Context: an optimization exercise on an open-source flow, tuned for small area. The choices shown serve that exercise and are no tape-out recipe.
The RTL was checked by simulation tests, not by an equivalence proof against the original design.
Power is estimated from default activity; no workload was simulated.

// i2c_controller
module i2c_controller #(
    parameter SCL_DIV = 60
)  (
    input clk_i,
    input reset_i,
    output sda_o,
    output scl_o,
    input sda_i,
    output [11:0] imem_addr_o,
    input [15:0] imem_data_i,
    output [11:0] read_tag_o,
    output [7:0] read_data_o,
    output read_data_valid_o,
    output nak_o,
    output nak_valid_o,
    output logic [5:0] trigger_o,
    input [5:0] trigger_i
);
    localparam CW = 6;   
    localparam [CW-1:0] C_LAST = SCL_DIV - 1;
    localparam [CW-1:0] C_FELL = 1;
    localparam [CW-1:0] C_ROSE = (SCL_DIV >> 1) + 1;
    localparam [CW-1:0] C_IDLE = (SCL_DIV >> 1) + 2;
    localparam [2:0] T_IDLE = 3'd0, T_ARMED = 3'd1, T_PRE = 3'd2, T_START = 3'd3,
                     T_TXRX = 3'd4, T_TREG = 3'd5, T_TRS = 3'd6, T_TSTOP = 3'd7;
    logic [CW-1:0] cnt;
    logic [2:0] tstate;
    logic [3:0] bit_addr;
    logic sda, scl, scn;
    logic mode;              
    logic [1:0] fec;         
    logic rdack;
    logic [7:0] wr;          
    logic [7:0] rd;          
    logic tx_ev;             
    logic ev_o;              
    wire fell = (cnt == C_FELL);
    wire rose = (cnt == C_ROSE);
    wire ready = (tstate[2:1] == 2'b00);
    assign sda_o = sda;
    assign scl_o = scl;
    assign read_data_o = rd;
    assign nak_o = wr[0];
    assign read_data_valid_o = ev_o & mode;
    assign nak_valid_o = ev_o & ~mode;
  ...
Size: roughly 110 flip-flops, roughly 68 I/O pins.
==> flow/config.mk <==
export PLATFORM = sky130hd
export DESIGN_NAME = i2c_controller
export DESIGN_NICKNAME = i2c_controller
export VERILOG_FILES = /design/flow/design.v
export SDC_FILE = /design/flow/constraint.sdc
export NUM_CORES = 4
export LEC_CHECK = 0
export CAP_MARGIN = 20
export CORE_MARGIN = 2
export CORE_UTILIZATION = 40
export PLACE_DENSITY = 0.6
export SLEW_MARGIN = 20
==> flow/constraint.sdc <==
create_clock -name core_clock -period 10.0 [get_ports {clk_i}]
set_input_delay 2.0000 -clock core_clock [delete_from_list [all_inputs] [get_ports {clk_i}]]
set_output_delay 2.0000 -clock core_clock [all_outputs]
set_load 0.01 [all_outputs]
standard.sh (not shown) runs the stock make flow with config.mk's settings and CLKGATE_MAP_FILE= SYNTH_SCRIPT=/design/flow/synth_recipe.tcl, a recipe that flattens the netlist after the stock synthesis.
==> flow/flow/run.sh <==
#!/bin/bash
# Standard ORFS layout (the standard.sh, unchanged synthesis and steps) with:
#  - port buffers made from the smallest buffer cell (buf_1); every input and
#    output port still gets its own buffer;
#  - a smaller clock tree: clkbuf_8 leaf/root buffers, larger sink clusters,
#    no dummy loads;
#  - power recovery after global routing (RECOVER_POWER), which downsizes
#    cells on paths with timing slack to spare.
# The full make output goes to standard_flow.log in the work folder.
set -euo pipefail
export BUFFER_PORTS_ARGS="-buffer_cell sky130_fd_sc_hd__buf_1"
export CTS_ARGS="-sink_clustering_enable -repair_clock_nets -buf_list sky130_fd_sc_hd__clkbuf_8 -sink_clustering_size 20 -sink_clustering_max_diameter 60 -dont_use_dummy_load"
export RECOVER_POWER=100
bash standard.sh finish > standard_flow.log 2>&1
The baseline produced a layout that fails on capacitance limit, slew limit.
Change:
==> flow/flow/run.sh (replaced) <==
#!/bin/bash
# Standard ORFS layout (the standard.sh, unchanged synthesis and steps),
# with the port buffers made from the smallest buffer cell (buf_1) instead of
# the resizer's default choice. Every input and output port still gets its own
# buffer. The full make output goes to standard_flow.log in the work folder.
set -euo pipefail
export BUFFER_PORTS_ARGS="-buffer_cell sky130_fd_sc_hd__buf_1"
bash standard.sh finish > standard_flow.log 2>&1
Outcome: Now the flow finished with timing, DRC and antenna clean. Maximum frequency grows by 1.9%. Power grows by 12%. Global-route usage hardly moves. Cell area grows by 2.2%. Via count shrinks by 0.44%. Final cell count grows by 0.70%. Sequential share of layout area shrinks by 0.81 points. Clock-buffer cell count grows by 3. Routed wire length grows by 1.1%. Non-clock buffer count is unchanged.
Change:
==> flow/flow/run.sh (replaced) <==
#!/bin/bash
# Standard ORFS layout (the standard.sh, unchanged synthesis and steps) with:
#  - port buffers made from the smallest buffer cell (buf_1); every input and
#    output port still gets its own buffer;
#  - a smaller clock tree: clkbuf_8 leaf/root buffers, larger sink clusters,
#    no dummy loads.
# The full make output goes to standard_flow.log in the work folder.
set -euo pipefail
export BUFFER_PORTS_ARGS="-buffer_cell sky130_fd_sc_hd__buf_1"
export CTS_ARGS="-sink_clustering_enable -repair_clock_nets -buf_list sky130_fd_sc_hd__clkbuf_8 -sink_clustering_size 20 -sink_clustering_max_diameter 60 -dont_use_dummy_load"
bash standard.sh finish > standard_flow.log 2>&1
What happened: The new run completed with no timing, DRC or antenna violations. Register-to-register slack is better by 0.02 ns. Non-clock buffer count stays the same. Setup slack gets better by 0.015 ns. Utilization drops by 0.85 points. Global-route usage barely changes. Sequential share of layout area went up by 0.71 points. Synthesized area stays the same. Clock skew climbs by 0.012 ns. Worst hold slack improves by 0.0060 ns. Wire length decreases by about 0.7%. Final area fell by 1.9%.
Change:
==> flow/run.sh (new file) <==
#!/bin/bash
# synth_recipe.tcl (not shown) runs the flow's synth.tcl, then flattens the netlist and writes it again
# the make line also repeats each setting of config.mk as NAME=value (left out here)
make -C /OpenROAD-flow-scripts/flow DESIGN_CONFIG=/design/flow/config.mk WORK_HOME=/design/flow/orfs CLKGATE_MAP_FILE= SYNTH_SCRIPT=/design/flow/synth_recipe.tcl finish
removed: flow/flow/run.sh
removed: flow/standard.sh
Result: Cell count grows slightly. Design area grows by a little under a tenth. First-iteration DRC count climbs by a quarter to a third. Area after synthesis does not change. Clock-buffer cell count is higher by 4. Via count hardly moves. Sequential share of layout area is lower by 2.9 points.

---

Another version of the RTL of i2c_controller (not shown whole).
Size in the first run: about 100 flip-flops, roughly 68 I/O pins, roughly 5200 um^2 of cells after synthesis.
Settings: LEC_CHECK=0, CAP_MARGIN=20, CORE_MARGIN=2, CORE_UTILIZATION=40, PLACE_DENSITY=0.6, SLEW_MARGIN=20; clock period 10.0 ns.
==> flow/flow/run.sh <==
#!/bin/bash
# Standard ORFS layout (the standard.sh and its synthesis script) with:
#  - ABC mapping for area (flow/synth.tcl wraps synth_recipe.tcl and swaps in
#    flow/abc_area.script), with adders left to ABC too (ADDER_MAP_FILE empty)
#    instead of being mapped to half/full adder cells; registers are untouched;
#  - port buffers made from the smallest buffer cell (buf_1); every input and
#    output port still gets its own buffer;
#  - a smaller clock tree: clkbuf_8 buffers, sink clusters of up to 20 flops,
#    no dummy loads.
# The full make output goes to standard_flow.log in the work folder.
set -euo pipefail
export FLOW_WORK="$PWD"
export FLOW_ABC_SCRIPT="$PWD/flow/abc_area.script"
export BUFFER_PORTS_ARGS="-buffer_cell sky130_fd_sc_hd__buf_1"
export CTS_ARGS="-sink_clustering_enable -repair_clock_nets -buf_list sky130_fd_sc_hd__clkbuf_8 -sink_clustering_size 20 -sink_clustering_max_diameter 60 -dont_use_dummy_load"
bash standard.sh "SYNTH_SCRIPT=$PWD/flow/synth.tcl" ADDER_MAP_FILE= finish > standard_flow.log 2>&1
==> flow/flow/abc_area.script <==
&get -n
&st
&dc2
&dc2
&dc2
&dch
&nf -R 1000
&put
==> flow/flow/synth.tcl <==
# The standard synthesis (synth_recipe.tcl in the work folder, run unchanged),
# with ABC's combinational mapping done by flow/abc_area.script (logic
# rewriting and choice computation, then area-recovering mapping) instead of
# ORFS's delay-oriented abc_speed.script. Flip-flops are mapped before ABC
# runs, so the registers, their names and cell types are those of the
# standard synthesis.
proc abc {args} {
  set i [lsearch $args -script]
  if {$i >= 0} {
    set args [lreplace $args [expr {$i + 1}] [expr {$i + 1}] $::env(FLOW_ABC_SCRIPT)]
  }
  yosys abc {*}$args
}
source $::env(FLOW_WORK)/synth_recipe.tcl
Change:
Settings changed: CAP_MARGIN 20 to 5, SLEW_MARGIN 20 to 5.
The new run went through all stages and came out clean.
Synthesized cell count is unchanged.
Critical path depth is unchanged.
Wire length stays flat.
Worst setup slack improves by 0.0050 ns.
Final area is about the same.
Clock skew is about the same.
Cell count stays the same.
Core utilization barely changes.
Worst hold slack hardly moves.
Clock-buffer cell count does not change.
Sequential power is about the same.
Change:
--- a/flow/flow/run.sh
+++ b/flow/flow/run.sh
@@ -6,5 +6,5 @@
 #  - port buffers made from the smallest buffer cell (buf_1); every input and
 #    output port still gets its own buffer;
-#  - a smaller clock tree: clkbuf_8 buffers, sink clusters of up to 20 flops,
+#  - a smaller clock tree: clkbuf_8 buffers, sink clusters of up to 30 flops,
 #    no dummy loads.
 # The full make output goes to standard_flow.log in the work folder.
@@ -13,4 +13,4 @@
 export FLOW_ABC_SCRIPT="$PWD/flow/abc_area.script"
 export BUFFER_PORTS_ARGS="-buffer_cell sky130_fd_sc_hd__buf_1"
-export CTS_ARGS="-sink_clustering_enable -repair_clock_nets -buf_list sky130_fd_sc_hd__clkbuf_8 -sink_clustering_size 20 -sink_clustering_max_diameter 60 -dont_use_dummy_load"
+export CTS_ARGS="-sink_clustering_enable -repair_clock_nets -buf_list sky130_fd_sc_hd__clkbuf_8 -sink_clustering_size 30 -sink_clustering_max_diameter 100 -dont_use_dummy_load"
 bash standard.sh "SYNTH_SCRIPT=$PWD/flow/synth.tcl" ADDER_MAP_FILE= finish > standard_flow.log 2>&1
==> flow/flow/abc_area.script (replaced) <==
&get -n
&st
&dc2
&dch
&nf -R 1000
&put
Settings changed: CAP_MARGIN 5 to 20, SLEW_MARGIN 5 to 20.
After rerunning:
- The new run produced a clean layout
- register-to-register slack gets better by 0.17 ns
- flip-flop and latch count stays the same
- sequential power goes up by about 0.9%
- non-clock buffer count goes up by 2
- die area goes up by 1.7%

---

Setup of the previous run:
i2c_controller, a different RTL version from the one above (not shown whole).
Size: ~670 cells after synthesis, ~110 flip-flops, about 68 I/O pins.
Design i2c_controller, start of the top module:
module i2c_controller #(
    parameter SCL_DIV = 60
)  (
    input clk_i,
    input reset_i,
    output sda_o,
    output scl_o,
    input sda_i,
    output [11:0] imem_addr_o,
    input [15:0] imem_data_i,
    output [11:0] read_tag_o,
    output [7:0] read_data_o,
    output read_data_valid_o,
    output nak_o,
    output nak_valid_o,
    output logic [5:0] trigger_o,
    input [5:0] trigger_i
);
    localparam CW = (SCL_DIV <= 64) ? 6 : 16;   
    localparam [CW-1:0] C_LAST = SCL_DIV - 1;
    localparam [CW-1:0] C_FELL = 1;
    localparam [CW-1:0] C_ROSE = (SCL_DIV >> 1) + 1;
    localparam [CW-1:0] C_IDLE = (SCL_DIV >> 1) + 2;
    localparam [2:0] T_IDLE = 3'd0, T_ARMED = 3'd1, T_PRE = 3'd2, T_START = 3'd3,
                     T_TXRX = 3'd4, T_TREG = 3'd5, T_TRS = 3'd6, T_TSTOP = 3'd7;
    logic [CW-1:0] cnt;
    logic [2:0] tstate;
    logic [3:0] bit_addr;
    logic sda, scl, scn;
    logic mode;              
    logic [1:0] fec;         
    logic rdack;
    logic [7:0] wr;          
    logic [7:0] rd;          
    logic tx_ev;             
    logic ev_o;              
    wire fell = (cnt == C_FELL);
    wire rose = (cnt == C_ROSE);
    wire ready = (tstate[2:1] == 2'b00);
    assign sda_o = sda;
    assign scl_o = scl;
    assign read_data_o = rd;
    assign nak_o = wr[0];
    assign read_data_valid_o = ev_o & mode;
    assign nak_valid_o = ev_o & ~mode;
  ...
==> flow/config.mk <==
export PLATFORM = sky130hd
export DESIGN_NAME = i2c_controller
export DESIGN_NICKNAME = i2c_controller
export VERILOG_FILES = /design/flow/design.v
export SDC_FILE = /design/flow/constraint.sdc
export NUM_CORES = 4
export LEC_CHECK = 0
export CAP_MARGIN = 20
export CORE_MARGIN = 2
export CORE_UTILIZATION = 40
export PLACE_DENSITY = 0.6
export SLEW_MARGIN = 20
==> flow/constraint.sdc <==
create_clock -name core_clock -period 10.0 [get_ports {clk_i}]
set_input_delay 2.0000 -clock core_clock [delete_from_list [all_inputs] [get_ports {clk_i}]]
set_output_delay 2.0000 -clock core_clock [all_outputs]
set_load 0.01 [all_outputs]
==> flow/flow/run.sh <==
#!/bin/bash
# Standard ORFS layout (the standard.sh and its synthesis script) with:
#  - ABC mapping for area (flow/synth.tcl wraps synth_recipe.tcl and swaps in
#    flow/abc_area.script); registers are untouched;
#  - port buffers made from the smallest buffer cell (buf_1); every input and
#    output port still gets its own buffer;
#  - a smaller clock tree: clkbuf_8 buffers, sink clusters of up to 20 flops,
#    no dummy loads.
# The full make output goes to standard_flow.log in the work folder.
set -euo pipefail
export FLOW_WORK="$PWD"
export FLOW_ABC_SCRIPT="$PWD/flow/abc_area.script"
export BUFFER_PORTS_ARGS="-buffer_cell sky130_fd_sc_hd__buf_1"
export CTS_ARGS="-sink_clustering_enable -repair_clock_nets -buf_list sky130_fd_sc_hd__clkbuf_8 -sink_clustering_size 20 -sink_clustering_max_diameter 60 -dont_use_dummy_load"
bash standard.sh "SYNTH_SCRIPT=$PWD/flow/synth.tcl" finish > standard_flow.log 2>&1
==> flow/flow/abc_area.script <==
&get -n
&st
&dch
&nf -R 1000
&put
==> flow/flow/synth.tcl <==
# The standard synthesis (synth_recipe.tcl in the work folder, run unchanged),
# with ABC's combinational mapping done by flow/abc_area.script (choice
# computation, then area-recovering mapping) instead of ORFS's delay-oriented
# abc_speed.script. Flip-flops are mapped before ABC runs, so the registers,
# their names and cell types are those of the standard synthesis.
proc abc {args} {
  set i [lsearch $args -script]
  if {$i >= 0} {
    set args [lreplace $args [expr {$i + 1}] [expr {$i + 1}] $::env(FLOW_ABC_SCRIPT)]
  }
  yosys abc {*}$args
}
source $::env(FLOW_WORK)/synth_recipe.tcl
The previous run finished all stages; the layout is clean.
diff inputs: the previous run => the current run
==> flow/flow/run.sh <==
#!/bin/bash
# Standard ORFS layout (the standard.sh, unchanged synthesis and steps) with:
#  - port buffers made from the smallest buffer cell (buf_1); every input and
#    output port still gets its own buffer;
#  - a smaller clock tree: clkbuf_8 leaf/root buffers, larger sink clusters,
#    no dummy loads.
# The full make output goes to standard_flow.log in the work folder.
set -euo pipefail
export BUFFER_PORTS_ARGS="-buffer_cell sky130_fd_sc_hd__buf_1"
export CTS_ARGS="-sink_clustering_enable -repair_clock_nets -buf_list sky130_fd_sc_hd__clkbuf_8 -sink_clustering_size 20 -sink_clustering_max_diameter 60 -dont_use_dummy_load"
bash standard.sh finish > standard_flow.log 2>&1
removed: flow/flow/abc_area.script
removed: flow/flow/synth.tcl
--- outcome ---
- The current run: done, clean on timing, DRC and antenna
- Changes observed in the current run relative to the previous run: growth of design area from synthesis to finish decreased by 3.3 points relative to the old numbers; sequential group power decreased by about 1% relative to the old numbers.
- The current run vs. the previous run: share of cell area taken by muxes after synthesis went up by 3.6 points.
- Worst-case reg-to-reg path depth in the current run is 2 lower than in the previous run
- Sort the current run and the previous run by total power asc -> top: the previous run
- Between the current run and the previous run, the difference in proportion of cell area spent on the clock network is negligible.

[afterwards: timing with drivers on the ports]
The flow's constraints put no driver on any port. The routed layouts listed below were extracted and timed again, unchanged, in two steps.
Step 1 sets driving cells, clkbuf_16 on the clock port and buf_2 on the other inputs (assumed; they add their load-dependent delay and slew).
Step 2 times the ports against the registers' clock, not the clock port: input delays grow and output delays shrink by t, the midpoint of the rising clock arrivals with the driver on.
Three values: no drivers, after step 1, after step 2; two values: the first two.
run	t (ns)	setup slack, ns	worst hold slack (ns)	pins driven straight from the clock port
the first run of note 1	0.412	5.576 / 5.577 / 5.165	0.364 / 0.364 / 0.364	1
the second run of note 1	0.388	5.657 / 5.657 / 5.657	0.368 / 0.368 / 0.368	1
the third run of note 1	0.408	5.672 / 5.672 / 5.672	0.374 / 0.374 / 0.374	1
the fourth run of note 1	0.387	5.832 / 5.832 / 5.832	0.371 / 0.371 / 0.371	1
the first run of note 2	0.419	5.294 / 5.294 / 5.294	0.367 / 0.367 / 0.367	1
the second run of note 2	0.419	5.299 / 5.299 / 5.299	0.367 / 0.367 / 0.367	1
the third run of note 2	0.401	5.465 / 5.465 / 5.465	0.389 / 0.389 / 0.389	1
the previous run	0.412	6.451 / 6.452 / 6.188	0.368 / 0.368 / 0.368	1
the current run	0.408	5.672 / 5.672 / 5.672	0.374 / 0.374 / 0.374	1
For the first run of note 1, which loses most, drivers alone change the setup slack by +0.001 ns; drivers and shift together by -0.411 ns.
